This is an optimization exercise on Yosys and OpenROAD, whose aim is small area and a short achievable clock period, not a production implementation. RTL that was checked went through simulation tests only; none was proved equivalent to the original. No functional check of the RTL was part of run 1. Power and IR drop assume default switching activity.

## flow/design.v (module list and top-level ports; edited modules follow where they fit)
// module fp32_mul: 2022 lines
// module fp32_mul_ones: 82 lines
// module fp32_mul_inc8: 6 lines
// module fp32_mul_and24: 16 lines
// module fp32_mul_nand4: 9 lines
// module fp32_mul_nor3: 8 lines
// module fp32_mul_fa: 10 lines
// module fp32_mul_bsel: 9 lines
// module fp32_mul_bneg: 7 lines
// module fp32_mul_ha: 9 lines
module fp32_mul(
    input wire clk,
    input wire [31:0] a,         
    input wire [31:0] b,         
    input wire [2:0] rm,         
    output reg [31:0] result,    
    output wire nv,              
    output wire of,              
    output wire uf,              
    output wire nx               
);
  // ...
==> flow/run.sh <==
#!/bin/bash
# synth_recipe.tcl (not shown) runs the flow's synth.tcl, then flattens the netlist and writes it again
# the make line also repeats each setting of config.mk as NAME=value (left out here)
make -C /OpenROAD-flow-scripts/flow DESIGN_CONFIG=/design/flow/config.mk WORK_HOME=/design/flow/orfs CLKGATE_MAP_FILE= SYNTH_SCRIPT=/design/flow/synth_recipe.tcl finish
==> flow/config.mk <==
export PLATFORM = sky130hd
export DESIGN_NAME = fp32_mul
export DESIGN_NICKNAME = fp32_mul
export VERILOG_FILES = /design/flow/design.v
export SDC_FILE = /design/flow/constraint.sdc
export NUM_CORES = 4
export LEC_CHECK = 0
export CAP_MARGIN = 20
export CORE_MARGIN = 2
export CORE_UTILIZATION = 40
export SETUP_SLACK_MARGIN = 3.9
export SLEW_MARGIN = 20
export SYNTH_HIERARCHICAL = 1
==> flow/constraint.sdc <==
create_clock -name core_clock -period 8.2 [get_ports {clk}]
set_input_delay 1.6400 -clock core_clock [delete_from_list [all_inputs] [get_ports {clk}]]
set_output_delay 1.6400 -clock core_clock [all_outputs]
set_load 0.01 [all_outputs]
==> metrics.csv, run 1 <==
metric,value,unit
synth_warnings,10,
setup_ws,3.80,ns
power.switching,6530,uW
die_area,65400,um2
whs,0.325,ns
wl_met1,36200,um
drcViolationCount,0,
power.total,13200,uW
nMultiInputCombCells,2135,
relSlewSlack,44.3,%
mappedNetlistArea,25300,um2
pwr.group.combinational,9990,uW
postPlaceCellArea,27600,um2
p_seq_share,14.8,%
coreArea,62900,um2
comb_power_share,75.5,%
seq_cell_power,1960,uW
ioPinCount,104,
layout.nonclk_buf_share,7.58,%
setup-violations-final,0,
final_nets,3172,
reg_top3,"tc2: 32 flops, ts2: 32 flops",
routed_wl,86700,um
outcome,no timing/DRC/antenna violations,
path_cells,nand4_4 -> or4_4 -> nor2_4 -> nand2_2 -> xor2_2 -> a21oi_4 -> buf_12 -> mux2i_2 -> o21ai_1 -> buf_2,
ctsHoldBuffers,0,
met2_usage,40.8,%
seq_share,17.0,%
antenna_left,0,
dominant_cells,multi-input combinational cells,
==> inputs of run 2 (changes only) <==
--- a/flow/design.v
+++ b/flow/design.v
@@ -2003,17 +2003,19 @@
     wire ovf_late = ~s3_exp_le0 & s3_exp_eq254 & ~s3_hi & round_carry;
     wire ovf = ovf_early | ovf_late;
     wire fixed = special | ovf_early;
     wire [7:0] fixed_exp = s3_is_zero & ~s3_is_nan & ~s3_is_inf ? 8'h00 :
                            (~special & of_to_max) ? 8'hfe : 8'hff;
     wire [22:0] fixed_mant = s3_is_nan ? 23'h400000 : (~special & of_to_max) ? {23{1'b1}} : 23'b0;
     wire [7:0] exp_up;
     fp32_mul_inc8 u_exp_up (.x(s3_exp), .y(exp_up));
-    wire exp_sel = s3_exp_le0 ? rounded[23] : carry;
+    wire low_ones;
+    fp32_mul_and23 u_and23 (.m(s3_mant[22:0]), .y(low_ones));
+    wire exp_sel = (s3_exp_le0 ? s3_mant[23] : s3_hi) | (round_up & low_ones);
     wire [7:0] res_exp = exp_sel ? exp_up : s3_exp;
     wire [22:0] res_mant = rounded[22:0];
     assign nv = s3_invalid;
     assign of = ~special & ovf;
     assign uf = ~special & s3_exp_le0 & ~rounded[23] & inexact;
     assign nx = ~special & (inexact | ovf);
     always @* begin
         result[31] = s3_sign & ~s3_is_nan;
@@ -2120,16 +2122,41 @@
         for (gq = 0; gq < 6; gq = gq + 1) begin : g_q
             fp32_mul_nand4 u_n4 (.a(m[4*gq]), .b(m[4*gq+1]), .c(m[4*gq+2]), .d(m[4*gq+3]), .y(n4[gq]));
         end
     endgenerate
     fp32_mul_nor3 u_o0 (.a(n4[0]), .b(n4[1]), .c(n4[2]), .y(o3[0]));
     fp32_mul_nor3 u_o1 (.a(n4[3]), .b(n4[4]), .c(n4[5]), .y(o3[1]));
     assign y = o3[0] & o3[1];
 endmodule
+module fp32_mul_and23(
+    input wire [22:0] m,
+    output wire y
+);
+    wire [5:0] n4;
+    wire [1:0] o3;
+    genvar gq;
+    generate
+        for (gq = 0; gq < 5; gq = gq + 1) begin : g_q
+            fp32_mul_nand4 u_n4 (.a(m[4*gq]), .b(m[4*gq+1]), .c(m[4*gq+2]), .d(m[4*gq+3]), .y(n4[gq]));
+        end
+    endgenerate
+    fp32_mul_nand3 u_n3 (.a(m[20]), .b(m[21]), .c(m[22]), .y(n4[5]));
+    fp32_mul_nor3 u_o0 (.a(n4[0]), .b(n4[1]), .c(n4[2]), .y(o3[0]));
+    fp32_mul_nor3 u_o1 (.a(n4[3]), .b(n4[4]), .c(n4[5]), .y(o3[1]));
+    assign y = o3[0] & o3[1];
+endmodule
+module fp32_mul_nand3(
+    input wire a,
+    input wire b,
+    input wire c,
+    output wire y
+);
+    assign y = ~(a & b & c);
+endmodule
 module fp32_mul_nand4(
     input wire a,
     input wire b,
     input wire c,
     input wire d,
     output wire y
 );
     assign y = ~(a & b & c & d);
==> run 2 against run 1 <==
Effect of this change:
- power rose by 5.3%
- combinational power rose by 5%
- global-route usage rose by 2.8 points
- worst hold slack improved by 0.0025 ns
- via count rose by 4.8%
- clock skew fell by 0.011 ns
- area after synthesis rose by 0.73%
- still clean
- routed wire length rose by 11%
- clock power rose by 5%
- design area rose by 1.7%
==> metrics.csv, run 2 <==
metric,value,unit,change
place_ws,3.38,ns,was 3.18 ns
setup_ws,3.88,ns,was 3.80 ns
initial_core_util,40.5,%,was 40.3%
path_class,flop to flop,,was flop to output pin
synthesis.instances,2563,,"was 2,544"
cts_max_level,1,,unchanged
cp.arrival,4.78,ns,was 2.76 ns
port_buffers,103,,unchanged
grt_pass1_wl,144000,um,"was 132,000 um"
worst_pin_slew,0.964,ns,was 0.833 ns
p_leak,0.0128,uW,was 0.0125 uW
required,8.67,ns,was 6.56 ns
final_nets,3215,,"was 3,172"
root_buffer,clkbuf_16,,unchanged
synth_warnings,10,,unchanged
routed_wl,96200,um,"was 86,700 um"
final_common_cell,xor2_1,,unchanged
rr_worst_depth,11,,was 9
drv_slew,0,,unchanged
grt_pass1_vias,23106,,"was 22,292"
p_clk_share,9.7,%,about the same
finalHoldViolCount,0,,unchanged
die_area,65800,um2,"was 65,400 um2"
r2r_start,ma[0]$_DFF_P_,,was bone[5]$_DFF_P_
die-width,257,um,was 256 um
drcViolationCount,0,,unchanged
fin_crit,4.32,ns,was 4.40 ns
crit_end,tc2[20]$_DFF_P_,,was result[28]
utilization,47.9,%,was 47.3%
powerDensity,461,nW/um2,was 445 nW/um2
mappedNetlistArea,25500,um2,"was 25,300 um2"
cts_buffers,28,,unchanged
antenna_left,0,,unchanged
grt_start_max_net_pins,52,,unchanged
cp-start-kind,flop,,unchanged
clkSinkCount,246,,unchanged
first_iter_violations,2533,,"was 1,973"
setup-violations-final,0,,unchanged
syn2layout_area_growth,18.4,%,was 17.3%
grt_antenna_before_repair,7,,was 0
coreArea,63100,um2,"was 62,900 um2"
outcome,no timing/DRC/antenna violations,,unchanged
fin_tns_setup,0,ns,unchanged
reg_top3,"tc2: 32 flops, ts2: 32 flops",,unchanged
track_usage,28.5,%,was 25.7%
cts_tree,yes,,unchanged
layout_common_cells,"353 x xor2_1, 300 x a22o_1, 269 x fa_1",,"was 348 x xor2_1, 302 x a22o_1, 277 x fa_1"
die_h,257,um,was 256 um
switching_share,49.6,%,was 49.4%
rsz0062_at_grt,yes,,unchanged
skew,0.0200,ns,was 0.0314 ns
drive_gt1_share,14.0,%,was 12.4%
period_share,52.6,%,was 53.6%
fmax,232,MHz,was 227 MHz
relSlewSlack,35.7,%,was 44.3%
vias,22541,,"was 21,504"
ioPinCount,104,,unchanged
p_seq_share,14.6,%,was 14.8%
r2r-end,tc2[20]$_DFF_P_,,was tc2[24]$_DFF_P_
place.gp.congestion,0.972,,was 0.952
cp-end-kind,flop,,was output pin
drt-vias-per-instance,6.20,,was 6.00
power.total,13900,uW,"was 13,200 uW"
wl_per_cell,26.5,um,was 24.2 um
syn_area_per_cell,9.96,um2,about the same
r2r_setup_slack,3.88,ns,was 3.93 ns
dr.pass1.iters,6,,unchanged
ir_worst_vdd,321,uV,was 304 uV
p_int,7030,uW,was 6700 uW
hold_path.class,flop to flop,,unchanged
critical_path.max_fanout,12,,was 8
startpoint,ma[0]$_DFF_P_,,was s3_mant[20]$_DFF_P_
clock_latency,0.59,ns,about the same
overflow,0,,unchanged
max-cap-violations,0,,unchanged
clk_path_buf_depth,3,,unchanged
dpl.hpwl,60900,um,"was 59,900 um"
power.switching,6910,uW,was 6530 uW
path_clk_slew,0.07,ns,was 0.06 ns
num_rows,92,,unchanged
comb_power_share,75.7,%,was 75.5%
-- run 2: layout make-up --
cell class | count | area (um2)
fill | 5946 | 32900
multi-input combinational | 2160 | 20300
clock inverter | 18 | 246
antenna | 5 | 12.5
timing repair buffer | 236 | 2390
tap | 846 | 1060
inverter | 89 | 337
sequential | 246 | 5070
clock buffer | 33 | 761
-- run 2: per-stage QoR --
stage | instances | cell area (um2) | hold WS, ns
2_1_floorplan | 2586 | 25700 | 0.310
3_3_place_gp | 3485 | 27600 | 0.312
3_5_place_dp | 3486 | 27700 | 0.312
4_1_cts | 3609 | 29700 | 0.327
5_1_grt | 3628 | 30200 | 0.334
6_report | 3633 | 30200 | 0.327
-- run 2: critical path, stage by stage (launching register included) --
cell     delay, ns
dfxtp_4       0.40
buf_4         0.19
buf_4         0.19
buf_6         0.18
a22o_1        0.23
xor2_1        0.16
fa_1          0.42
fa_1          0.45
fa_1          0.47
fa_1          0.45
fa_1          0.75
ha_1          0.29
-- run 2: repair_timing --
action	4_1_cts	5_1_grt
gates cloned	4	0
endpoints found under the setup margin	74	68
setup buffers	68	19
pin swaps	20	16
hold buffers	0	0
gates resized for setup	87	90
-- run 2: power groups by stage --
stage | combinational [uW] | sequential [uW] | clock, uW
floorplan | 6490 | 1970 | 0
global route | 11500 | 2070 | 1430
global placement | 9450 | 2080 | 0
CTS | 9980 | 2030 | 1380
detailed placement | 9600 | 2090 | 0
finish | 10500 | 2040 | 1350
-- run 2: worst min path at each step --
stage	from	endpoint	slack, ns	cells past startpoint
CTS	s2_m_away$_DFF_P_	s3_m_away$_DFF_P_	0.33	0
global route	s2_m_away$_DFF_P_	s3_m_away$_DFF_P_	0.33	0
global placement	s2_m_away$_DFF_P_	s3_m_away$_DFF_P_	0.31	0
finish	s2_m_away$_DFF_P_	s3_m_away$_DFF_P_	0.33	0
detailed placement	s1_is_zero$_DFF_P_	s2_is_zero$_DFF_P_	0.31	0
floorplan	s1_invalid$_DFF_P_	s2_invalid$_DFF_P_	0.31	0
-- run 2: per-layer routing --
| metal | global-route usage, % | vias up | share of wire, % |
|---|---|---|---|
| met5 | 0 | - | 0.012 |
| met4 | 12.6 | 2 | 4.6 |
| met3 | 7.22 | 328 | 11 |
| met2 | 45.0 | 1396 | 45 |
| met1 | 36.9 | 11103 | 40 |
| li1 | - | 9712 | - |
==> inputs of run 3 (changes only) <==
==> flow/flow/run.sh (new file) <==
#!/bin/bash
# The standard layout (synthesis included, unchanged), with the input and
# output port buffers that buffer_ports inserts taken as sky130_fd_sc_hd__buf_2
# instead of the delay-cell buffer it picks on its own.
set -euo pipefail
export BUFFER_PORTS_ARGS="-buffer_cell sky130_fd_sc_hd__buf_2"
bash standard.sh > standard.log 2>&1
==> flow/standard.sh (new file) <==
#!/bin/bash
# synth_recipe.tcl (not shown) runs the flow's synth.tcl, then flattens the netlist and writes it again
# the make line also repeats each setting of config.mk as NAME=value (left out here)
make -C /OpenROAD-flow-scripts/flow DESIGN_CONFIG=/design/flow/config.mk WORK_HOME=/design/flow/orfs CLKGATE_MAP_FILE= SYNTH_SCRIPT=/design/flow/synth_recipe.tcl "${@:-finish}"
--- a/flow/config.mk
+++ b/flow/config.mk
@@ -8,6 +8,6 @@
 export CAP_MARGIN = 20
 export CORE_MARGIN = 2
 export CORE_UTILIZATION = 40
-export SETUP_SLACK_MARGIN = 3.9
+export SETUP_SLACK_MARGIN = 4.3
 export SLEW_MARGIN = 20
 export SYNTH_HIERARCHICAL = 1
removed: flow/run.sh
==> run 3 against run 2 <==
Effect of this change:
- clock skew increased by 0.024 ns
- count of clock-buffer cells in the layout unchanged
- largest power group unchanged
- power increased by 9.2%
- area after synthesis unchanged
- critical path depth increased by 3
- die area unchanged
- utilization increased by 2.3 points
- flip-flop and latch count unchanged
- sequential power increased by 2%
==> metrics.csv, run 3 <==
metric,value,unit,change
mappedNetlistArea,25500,um2,unchanged
max-cap-violations,0,,unchanged
crit_top_cell,ha_4,,was fa_1
ctsHoldBuffers,0,,unchanged
root_buffer,clkbuf_16,,unchanged
skew,0.0436,ns,was 0.0200 ns
routed_wl,104000,um,"was 96,200 um"
critPathSlowestCell,fa_2,,was fa_1
cp-end-kind,flop,,unchanged
cp.arrival,4.60,ns,was 4.78 ns
slowest_delay,0.61,ns,was 0.75 ns
relSlewSlack,29.5,%,was 35.7%
layout_common_cells,"340 x xor2_1, 298 x a22o_1, 214 x fa_1",,"was 353 x xor2_1, 300 x a22o_1, 269 x fa_1"
synth_warnings,10,,unchanged
track_usage,30.2,%,was 28.5%
worst_pin_slew,1.06,ns,was 0.964 ns
syn2layout_area_growth,24.0,%,was 18.4%
critical_path.max_fanout,8,,was 12
syn_area_per_cell,9.96,um2,unchanged
cp_num_buf_inv,0,,was 3
clk_path_buf_depth,3,,unchanged
setup_ws,4.07,ns,was 3.88 ns
grt_pass1_wl,152000,um,"was 144,000 um"
port_buffers,103,,unchanged
cp-start-kind,flop,,unchanged
finalHoldViolCount,0,,unchanged
clkSinkCount,246,,unchanged
rsz0062_at_grt,yes,,unchanged
design_area,31700,um2,"was 30,200 um2"
cts_max_level,1,,unchanged
drive_gt1_share,27.0,%,was 14.0%
p_leak,0.0133,uW,was 0.0128 uW
setup-violations-final,0,,unchanged
reg_top3,"tc2: 32 flops, ts2: 32 flops",,unchanged
ioPinCount,104,,unchanged
final_nets,3318,,"was 3,215"
place_ws,3.42,ns,was 3.38 ns
overflow,0,,unchanged
required,8.67,ns,about the same
dr.pass1.iters,6,,unchanged
path_class,flop to flop,,unchanged
seqCellArea,5180,um2,was 5070 um2
path_clk_slew,0.06,ns,was 0.07 ns
hold_path.class,flop to flop,,unchanged
synthesis.instances,2563,,unchanged
cp_top_family,adder cells,,unchanged
fin_crit,4.13,ns,was 4.32 ns
die-width,257,um,unchanged
drcViolationCount,0,,unchanged
power.total,15200,uW,"was 13,900 uW"
place.gp.congestion,0.963,,was 0.972
ir_worst_vdd,311,uV,was 321 uV
fin_tns_setup,0,ns,unchanged
die_h,257,um,unchanged
grt_start_max_net_pins,52,,unchanged
postPlaceCellArea,27100,um2,"was 27,700 um2"
path_cells,a22o_1 -> xor2_2 -> fa_1 -> fa_2 -> ha_4 -> ha_4 -> ha_4 -> and3_4 -> a211o_1 -> a21o_1 -> a21o_1 -> a31o_4 -> fa_2 -> xor2_1,,was buf_4 -> buf_4 -> buf_6 -> a22o_1 -> xor2_1 -> fa_1 -> fa_1 -> fa_1 -> fa_1 -> fa_1 -> ha_1
multi_input_area,21200,um2,"was 20,300 um2"
antenna_cells,0,,was 5
period_share,50.4,%,was 52.6%
die_area,65800,um2,unchanged
grt_pass1_vias,24101,,"was 23,106"
cts_tree,yes,,unchanged
powerDensity,481,nW/um2,was 461 nW/um2
fmax,242,MHz,was 232 MHz
drv_slew,0,,unchanged
drt-vias-per-instance,6.28,,was 6.20
num_rows,92,,unchanged
clock_latency,0.62,ns,was 0.59 ns
final_common_cell,xor2_1,,unchanged
vias,23464,,"was 22,541"
outcome,no timing/DRC/antenna violations,,unchanged
grt_antenna_before_repair,3,,was 7
fillers,5739,,"was 5,946"
initial_core_util,40.5,%,unchanged
wl_per_cell,27.8,um,was 26.5 um
utilization,50.2,%,was 47.9%
dpl.hpwl,60600,um,"was 60,900 um"
antenna_left,0,,unchanged
coreArea,63100,um2,unchanged
first_iter_violations,2444,,"was 2,533"
cts_buffers,30,,was 28
## run 3: changes by cell type in the layout (fill, tap and decap cells not counted), sizes merged, moves of 5 or more
cell and change:
inv +5, buf +199, dlygate4sd2 -6, diode -5, dlymetal6s2s -17, clkdlybuf4s50 -73
## run 3: final cells by class
class,instances,area share [%]
tap,846,3.34
clock buffer,33,2.45
multi-input combinational,2163,66.9
inverter,89,1.08
timing repair buffer,334,9.11
clock inverter,23,0.755
sequential,246,16.4
## run 3: what timing repair did
item / 4_1_cts / 5_1_grt
endpoints found under the setup margin: 81 / 96
cloned: 4 / 5
gates resized for setup: 201 / 209
pin swaps: 50 / 113
buffers inserted: 147 / 52
## run 3: metal layers
layer,GRT usage (%),part of all wire [%],wire [um],vias to the layer above
met3,9.27,12,12200,408
li1,-,-,-,9932
met5,0.365,0.013,13,-
met4,17.2,6.5,6710,2
met2,46.4,43,44700,1539
met1,37.7,39,40000,11583
## run 3: path summary, 6_finish.rpt
path | startpoint | to | slack, ns | cells after the start
worst max-delay path | ma[4]$_DFF_P_ | plo2[15]$_DFF_P_ | 4.07 | 14
worst max register to register | ma[4]$_DFF_P_ | plo2[15]$_DFF_P_ | 4.07 | 14
worst min-delay path | s2_is_inf$_DFF_P_ | s3_is_inf$_DFF_P_ | 0.33 | 0
worst min register to register | s2_is_inf$_DFF_P_ | s3_is_inf$_DFF_P_ | 0.33 | 0
## run 3: per-stage QoR
step | hold slack, ns | instances
finish | 0.325 | 3734
global route | 0.324 | 3734
CTS | 0.322 | 3677
detailed placement | 0.312 | 3470
global placement | 0.310 | 3470
floorplan | 0.310 | 2586
## run 3: where the power goes
part           switching, uW  internal [uW]
Clock                    599            739
Sequential               367           1720
Combinational           6540           5250
Total                   7500           7710
## run 3: worst register-to-register path: cells and delay by family, from the launching register on
kind                     cells  cell delay, ns
AO/OA/AOI/OAI                5            1.11
XOR/XNOR                     2            0.31
adder cells (fa/ha/maj)      6            2.05
flip-flops                   1            0.42
AND/OR/NAND/NOR              1            0.14
==> inputs of run 4 (changes only) <==
--- a/flow/config.mk
+++ b/flow/config.mk
@@ -8,6 +8,6 @@
 export CAP_MARGIN = 20
 export CORE_MARGIN = 2
 export CORE_UTILIZATION = 40
-export SETUP_SLACK_MARGIN = 4.3
+export SETUP_SLACK_MARGIN = 4.1
 export SLEW_MARGIN = 20
 export SYNTH_HIERARCHICAL = 1
==> run 4 against run 3 <==
Effect of this change:
- worst hold slack improved by 0.00084 ns
- final cell count decreased by 1.6%
- clock skew decreased by 0.030 ns
- largest cell class unchanged
- still clean on timing, DRC and antenna
==> metrics.csv, run 4 <==
metric,value,unit,change
outcome,no timing/DRC/antenna violations,,unchanged
fin_crit,4.14,ns,was 4.13 ns
antenna_left,0,,unchanged
fmax,242,MHz,about the same
ir_worst_vdd,299,uV,was 311 uV
powerDensity,473,nW/um2,was 481 nW/um2
rr_worst_depth,13,,was 14
wl_met1,37800,um,"was 40,000 um"
root_buffer,clkbuf_16,,unchanged
reg_top3,"tc2: 32 flops, ts2: 32 flops",,unchanged
required,8.67,ns,about the same
vias,22622,,"was 23,464"
ctsHoldBuffers,0,,unchanged
wl_met2,41800,um,"was 44,700 um"
drt-vias-per-instance,6.16,,was 6.28
rsz0062_at_grt,yes,,unchanged
first_iter_violations,2508,,"was 2,444"
critical_path.max_fanout,13,,was 8
relSlewSlack,34.0,%,was 29.5%
wl_met3,9960,um,"was 12,200 um"
die-width,257,um,unchanged
p_seq_share,14.4,%,was 13.7%
routed_wl,94700,um,"was 104,000 um"
clock_latency,0.58,ns,was 0.62 ns
grt_start_max_net_pins,52,,unchanged
synth_warnings,10,,unchanged
crit_top_cell,fa_1,,was ha_4
path_class,flop to flop,,unchanged
clk_path_buf_depth,3,,unchanged
dpl.hpwl,60500,um,"was 60,600 um"
coreArea,63100,um2,unchanged
cts_max_level,1,,unchanged
syn_area_per_cell,9.96,um2,unchanged
p_leak,0.0129,uW,was 0.0133 uW
cts_buffers,30,,unchanged
final_common_cell,xor2_1,,unchanged
layout_common_cells,"349 x xor2_1, 300 x a22o_1, 251 x fa_1",,"was 340 x xor2_1, 298 x a22o_1, 214 x fa_1"
max-cap-violations,0,,unchanged
hold_path.class,flop to flop,,unchanged
place.gp.congestion,0.989,,was 0.963
synthesis.instances,2563,,unchanged
critPathSlowestCell,fa_1,,was fa_2
syn2layout_area_growth,19.3,%,was 24.0%
finalHoldViolCount,0,,unchanged
grt_pass1_wl,141000,um,"was 152,000 um"
cp.arrival,4.60,ns,about the same
num_rows,92,,unchanged
p_clk_share,10.5,%,was 8.8%
fin_tns_setup,0,ns,unchanged
mappedNetlistArea,25500,um2,unchanged
power.total,14400,uW,"was 15,200 uW"
dr.max_layer_used,met5,,unchanged
cp-start-kind,flop,,unchanged
skew,0.0140,ns,was 0.0436 ns
hold_path_depth,0,,unchanged
cp-end-kind,flop,,unchanged
overflow,0,,unchanged
clkSinkCount,246,,unchanged
cp_num_buf_inv,1,,was 0
port_buffers,103,,unchanged
period_share,50.4,%,about the same
path_cells,buf_12 -> a22o_1 -> xor2_2 -> fa_1 -> fa_1 -> fa_1 -> ha_2 -> ha_4 -> ha_4 -> a21o_1 -> a31o_4 -> fa_2 -> xor2_1,,was a22o_1 -> xor2_2 -> fa_1 -> fa_2 -> ha_4 -> ha_4 -> ha_4 -> and3_4 -> a211o_1 -> a21o_1 -> a21o_1 -> a31o_4 -> fa_2 -> xor2_1
die_h,257,um,unchanged
wl_per_cell,25.8,um,was 27.8 um
final_nets,3257,,"was 3,318"
switching_share,48.8,%,was 49.3%
die_area,65800,um2,unchanged
cp_top_family,adder cells,,unchanged
worst_pin_slew,0.989,ns,was 1.06 ns
p_int,7380,uW,was 7710 uW
comb_power_share,75.1,%,was 77.5%
dr.pass1.iters,8,,was 6
power.switching,7020,uW,was 7500 uW
drive_gt1_share,21.0,%,was 27.0%
drv_slew,0,,unchanged
grt_antenna_before_repair,4,,was 3
path_clk_slew,0.07,ns,was 0.06 ns
grt_pass1_vias,22719,,"was 24,101"
slowest_delay,0.56,ns,was 0.61 ns
drcViolationCount,0,,unchanged
fillers,5867,,"was 5,739"
track_usage,27.8,%,was 30.2%
initial_core_util,40.5,%,unchanged
cts_tree,yes,,unchanged
setup-violations-final,0,,unchanged
ioPinCount,104,,unchanged
crit_cells,13,,was 14
## run 4: worst register-to-register path: stages, from the launching register on
cell     delay (ns)
dfxtp_2        0.35
buf_12         0.15
a22o_1         0.27
xor2_2         0.21
fa_1           0.46
fa_1           0.56
fa_1           0.44
ha_2           0.21
ha_4           0.27
ha_4           0.20
a21o_1         0.19
a31o_4         0.21
fa_2           0.33
xor2_1         0.16
## run 4: stage by stage
step | setup WS, ns | area [um2] | std cells | hold WS (ns) | utilization (%)
4_1_cts | 4.07 | 29600 | 3633 | 0.328 | 46.9
3_3_place_gp | 3.56 | 27100 | 3478 | 0.310 | 43.0
3_5_place_dp | 3.42 | 27100 | 3478 | 0.314 | 43.0
5_1_grt | 3.95 | 30400 | 3673 | 0.333 | 48.2
6_report | 4.06 | 30400 | 3675 | 0.326 | 48.3
2_1_floorplan | 4.01 | 25800 | 2586 | 0.310 | -
## run 4: worst paths after layout
kind	startpoint	endpoint	slack (ns)
worst max-delay path	ma[12]$_DFF_P_	plo2[15]$_DFF_P_	4.06
worst min-delay path	s2_invalid$_DFF_P_	s3_invalid$_DFF_P_	0.33
worst max register to register	ma[12]$_DFF_P_	plo2[15]$_DFF_P_	4.06
worst min register to register	s2_invalid$_DFF_P_	s3_invalid$_DFF_P_	0.33
## run 4: routing by layer
| metal | global-route usage, % | vias up |
|---|---|---|
| met2 | 43.3 | 1383 |
| met3 | 7.72 | 327 |
| li1 | - | 9798 |
| met1 | 35.7 | 11110 |
| met4 | 12.7 | 4 |
| met5 | 0.365 | - |
## run 4: timing repair
action	CTS	global route
gates cloned	3	0
buffers inserted	96	40
resized for setup	87	131
setup endpoints to repair	75	69
pin swaps	29	40
## run 4: power groups by stage
stage	Sequential [uW]	Combinational, uW	Clock [uW]
3_5_place_dp	2130	9470	0
3_3_place_gp	2120	9280	0
2_1_floorplan	1970	6520	0
6_report	2080	10800	1510
5_1_grt	2120	11800	1580
4_1_cts	2050	10000	1540
## run 4: layout make-up
class	count	area, um2	area share, %
multi-input cells	2159	20600	67.6
flip-flops and latches	246	5100	16.8
repair buffers	277	2210	7.26
well taps	846	1060	3.48
clock buffers	34	786	2.58
clock inverters	22	350	1.15
inverters	89	343	1.13
diodes	2	5.00	0.0164
==> inputs of run 5 (changes only) <==
--- a/flow/config.mk
+++ b/flow/config.mk
@@ -8,6 +8,6 @@
 export CAP_MARGIN = 20
 export CORE_MARGIN = 2
 export CORE_UTILIZATION = 40
-export SETUP_SLACK_MARGIN = 4.1
+export SETUP_SLACK_MARGIN = 3.9
 export SLEW_MARGIN = 20
 export SYNTH_HIERARCHICAL = 1
==> run 5 against run 4 <==
Effect of this change:
- via count is 1.7% lower
- utilization is 1.9 points lower
- setup slack worse by 0.12 ns
- power is 5.9% lower
- area after synthesis stayed put
- flip-flop and latch count stayed put
- final cell count is 1.7% lower
- count of clock-buffer cells in the layout is 2 higher
- critical path type unchanged
- largest power group unchanged
==> metrics.csv, run 5 <==
metric,value,unit,change
max-cap-violations,0,,unchanged
path_class,flop to flop,,unchanged
r2r_start,bone[3]$_DFF_P_,,was ma[12]$_DFF_P_
r2r-end,tc2[24]$_DFF_P_,,was plo2[15]$_DFF_P_
powerDensity,463,nW/um2,was 473 nW/um2
critPathSlowestCell,fa_1,,unchanged
whs,0.325,ns,was 0.326 ns
ir_worst_vdd,268,uV,was 299 uV
period_share,51.9,%,was 50.4%
hold_path.class,flop to flop,,unchanged
cp-end-kind,flop,,unchanged
dr.pass1.iters,6,,was 8
fmax,235,MHz,was 242 MHz
multi_input_area,20100,um2,"was 20,600 um2"
fin_crit,4.26,ns,was 4.14 ns
clkSinkCount,246,,unchanged
fin_cells,3613,,"was 3,675"
r2r_setup_slack,3.94,ns,was 4.06 ns
p_leak,0.0124,uW,was 0.0129 uW
initial_core_util,40.5,%,unchanged
grt.busiest_layer,met2,,unchanged
p_clk_share,9.6,%,was 10.5%
rsz0062_at_grt,no,,was yes
ctsHoldBuffers,0,,unchanged
grt_start_max_net_pins,52,,unchanged
drcViolationCount,0,,unchanged
wl_per_cell,25.7,um,was 25.8 um
root_buffer,clkbuf_16,,unchanged
synthesis.instances,2563,,unchanged
seqCellArea,5050,um2,was 5100 um2
grtUsageMet3,7.24,%,was 7.72%
cts_tree,yes,,unchanged
coreArea,63100,um2,unchanged
routed_wl,92800,um,"was 94,700 um"
critical_path.max_fanout,10,,was 13
postPlaceCellArea,27100,um2,about the same
setup-violations-final,0,,unchanged
reg_top3,"tc2: 32 flops, ts2: 32 flops",,unchanged
port_buffers,103,,unchanged
layout_common_cells,"355 x xor2_1, 300 x a22o_1, 275 x fa_1",,"was 349 x xor2_1, 300 x a22o_1, 251 x fa_1"
met2_usage,42.9,%,was 43.3%
cp-start-kind,flop,,unchanged
final_common_cell,xor2_1,,unchanged
num_rows,92,,unchanged
cts_max_level,1,,unchanged
clock_latency,0.59,ns,was 0.58 ns
relSlewSlack,35.4,%,was 34.0%
die_area,65800,um2,unchanged
antenna_left,0,,unchanged
overflow,0,,unchanged
crit_top_cell,fa_1,,unchanged
min_from,s2_m_away$_DFF_P_,,was s2_invalid$_DFF_P_
drt-vias-per-instance,6.16,,about the same
met1_usage,35.0,%,was 35.7%
placed_cells_incl_taps,3483,,"was 3,478"
die_h,257,um,unchanged
first_iter_violations,2387,,"was 2,508"
cp_num_buf_inv,2,,was 1
clk_path_buf_depth,3,,unchanged
fin_tns_setup,0,ns,unchanged
path_cells,buf_4 -> buf_4 -> a22o_1 -> xor2_1 -> fa_1 -> fa_1 -> fa_1 -> fa_1 -> fa_1 -> fa_1,,was buf_12 -> a22o_1 -> xor2_2 -> fa_1 -> fa_1 -> fa_1 -> ha_2 -> ha_4 -> ha_4 -> a21o_1 -> a31o_4 -> fa_2 -> xor2_1
drv_slew,0,,unchanged
dpl.hpwl,61600,um,"was 60,500 um"
mappedNetlistArea,25500,um2,unchanged
path_clk_slew,0.06,ns,was 0.07 ns
final_nets,3199,,"was 3,257"
cts_buffers,28,,was 30
cp_top_family,adder cells,,unchanged
drive_gt1_share,15.9,%,was 21.0%
antenna_cells,0,,was 2
worst_pin_slew,0.967,ns,was 0.989 ns
outcome,no timing/DRC/antenna violations,,unchanged
rr_worst_depth,10,,was 13
switching_share,49.8,%,was 48.8%
track_usage,27.4,%,was 27.8%
p_seq_share,15.0,%,was 14.4%
finalHoldViolCount,0,,unchanged
comb_power_share,75.4,%,was 75.1%
fillers,5959,,"was 5,867"
hold_end,s3_m_away$_DFF_P_,,was s3_invalid$_DFF_P_
grt_antenna_before_repair,1,,was 4
grt_pass1_vias,22749,,"was 22,719"
power.switching,6740,uW,was 7020 uW
design_area,29300,um2,"was 30,400 um2"
slowest_delay,0.54,ns,was 0.56 ns
die-width,257,um,unchanged
synth_warnings,10,,unchanged
vias,22247,,"was 22,622"
required,8.63,ns,was 8.67 ns
grt_pass1_wl,140000,um,"was 141,000 um"
p_int,6810,uW,was 7380 uW
ioPinCount,104,,unchanged
hold_path_depth,0,,unchanged
skew,0.0377,ns,was 0.0140 ns
syn2layout_area_growth,14.7,%,was 19.3%
place.gp.congestion,0.982,,was 0.989
syn_area_per_cell,9.96,um2,unchanged
cp.arrival,4.69,ns,was 4.60 ns
run 5: how the worst max path moves through the flow:
stage | startpoint | end | cells past startpoint
floorplan | ma[12]$_DFF_P_ | plo2[15]$_DFF_P_ | 12
global placement | clo2$_DFF_P_ | s3_mant[8]$_DFF_P_ | 16
CTS | clo2$_DFF_P_ | s3_mant[12]$_DFF_P_ | 15
finish | bone[3]$_DFF_P_ | tc2[24]$_DFF_P_ | 10
global route | ts2[27]$_DFF_P_ | s3_mant[17]$_DFF_P_ | 14
detailed placement | clo2$_DFF_P_ | s3_mant[12]$_DFF_P_ | 16
run 5: area by class of cell:
class | instances | area share (%)
multi-input combinational | 2158 | 68.8
clock inverter | 16 | 0.731
clock buffer | 36 | 2.64
sequential | 246 | 17.3
inverter | 89 | 1.15
timing repair buffer | 222 | 5.83
tap | 846 | 3.62
run 5: power groups by stage:
stage | clock [uW] | combinational [uW] | sequential (uW)
floorplan | 0 | 6490 | 1970
global placement | 0 | 9320 | 2080
global route | 1390 | 11100 | 2070
CTS | 1340 | 9820 | 2020
detailed placement | 0 | 9480 | 2090
finish | 1310 | 10200 | 2030
run 5: worst reg2reg max path, delay by kind of cell (launching register included):
kind / cells / cell delay, ns
compound gates: 1 / 0.26
xor+xnor: 1 / 0.16
buf+inv: 2 / 0.39
fa+ha+maj: 6 / 2.93
flops: 1 / 0.39
run 5: through the flow:
| stage | setup WS (ns) | util [%] | power, uW |
|---|---|---|---|
| finish | 3.94 | 46.4 | 13500 |
| global route | 3.89 | 46.4 | 14600 |
| CTS | 3.88 | 46.0 | 13200 |
| detailed placement | 3.38 | 43.0 | 11600 |
| global placement | 3.47 | 43.0 | 11400 |
| floorplan | 3.90 | - | 8460 |
run 5: per-layer routing:
| layer | wire [um] | up-vias |
|---|---|---|
| li1 | - | 9673 |
| met4 | 4970 | 0 |
| met2 | 41100 | 1337 |
| met3 | 9600 | 283 |
| met5 | 0 | - |
| met1 | 37200 | 10954 |
run 5: repair_timing:
| action | 4_1_cts | 5_1_grt |
|---|---|---|
| endpoints found under the setup margin | 66 | 61 |
| gates cloned | 3 | 0 |
| hold endpoints to repair | 0 | 0 |
| pin swaps | 7 | 14 |
| gates resized for setup | 49 | 38 |
| buffers inserted | 66 | 9 |

## static timing again, ports no longer ideal
The results above use ideal ports. As a check the final layouts listed here were re-extracted and re-timed, cells and wires unchanged. Step 1: set_driving_cell puts a clkbuf_16 on clk and a buf_2 on each other input, an assumption about the parent block. Step 2 times the ports against the registers' clock, not the clock port: input delays grow and output delays shrink by t, the midpoint of the rising clock arrivals with the driver on. a / b / c = ideal ports / drivers / drivers and shift; a / b = the first two.
run | t, ns | setup slack, ns | worst setup path at the end | worst slew at a driven data input, ns
run 1 | 0.633 | 3.802 / 3.742 / 3.482 | input to register | 0.06
run 2 | 0.646 | 3.883 / 3.879 / 3.531 | input to register | 0.05
run 3 | 0.655 | 4.070 / 4.045 / 3.907 | input to register | 0.05
run 4 | 0.637 | 4.063 / 4.063 / 3.851 | input to register | 0.04
run 5 | 0.637 | 3.941 / 3.941 / 3.746 | input to register | 0.04
After both steps every run listed still meets setup and hold. For run 2, which loses most, drivers alone change the setup slack by -0.004 ns; drivers and shift together by -0.352 ns.
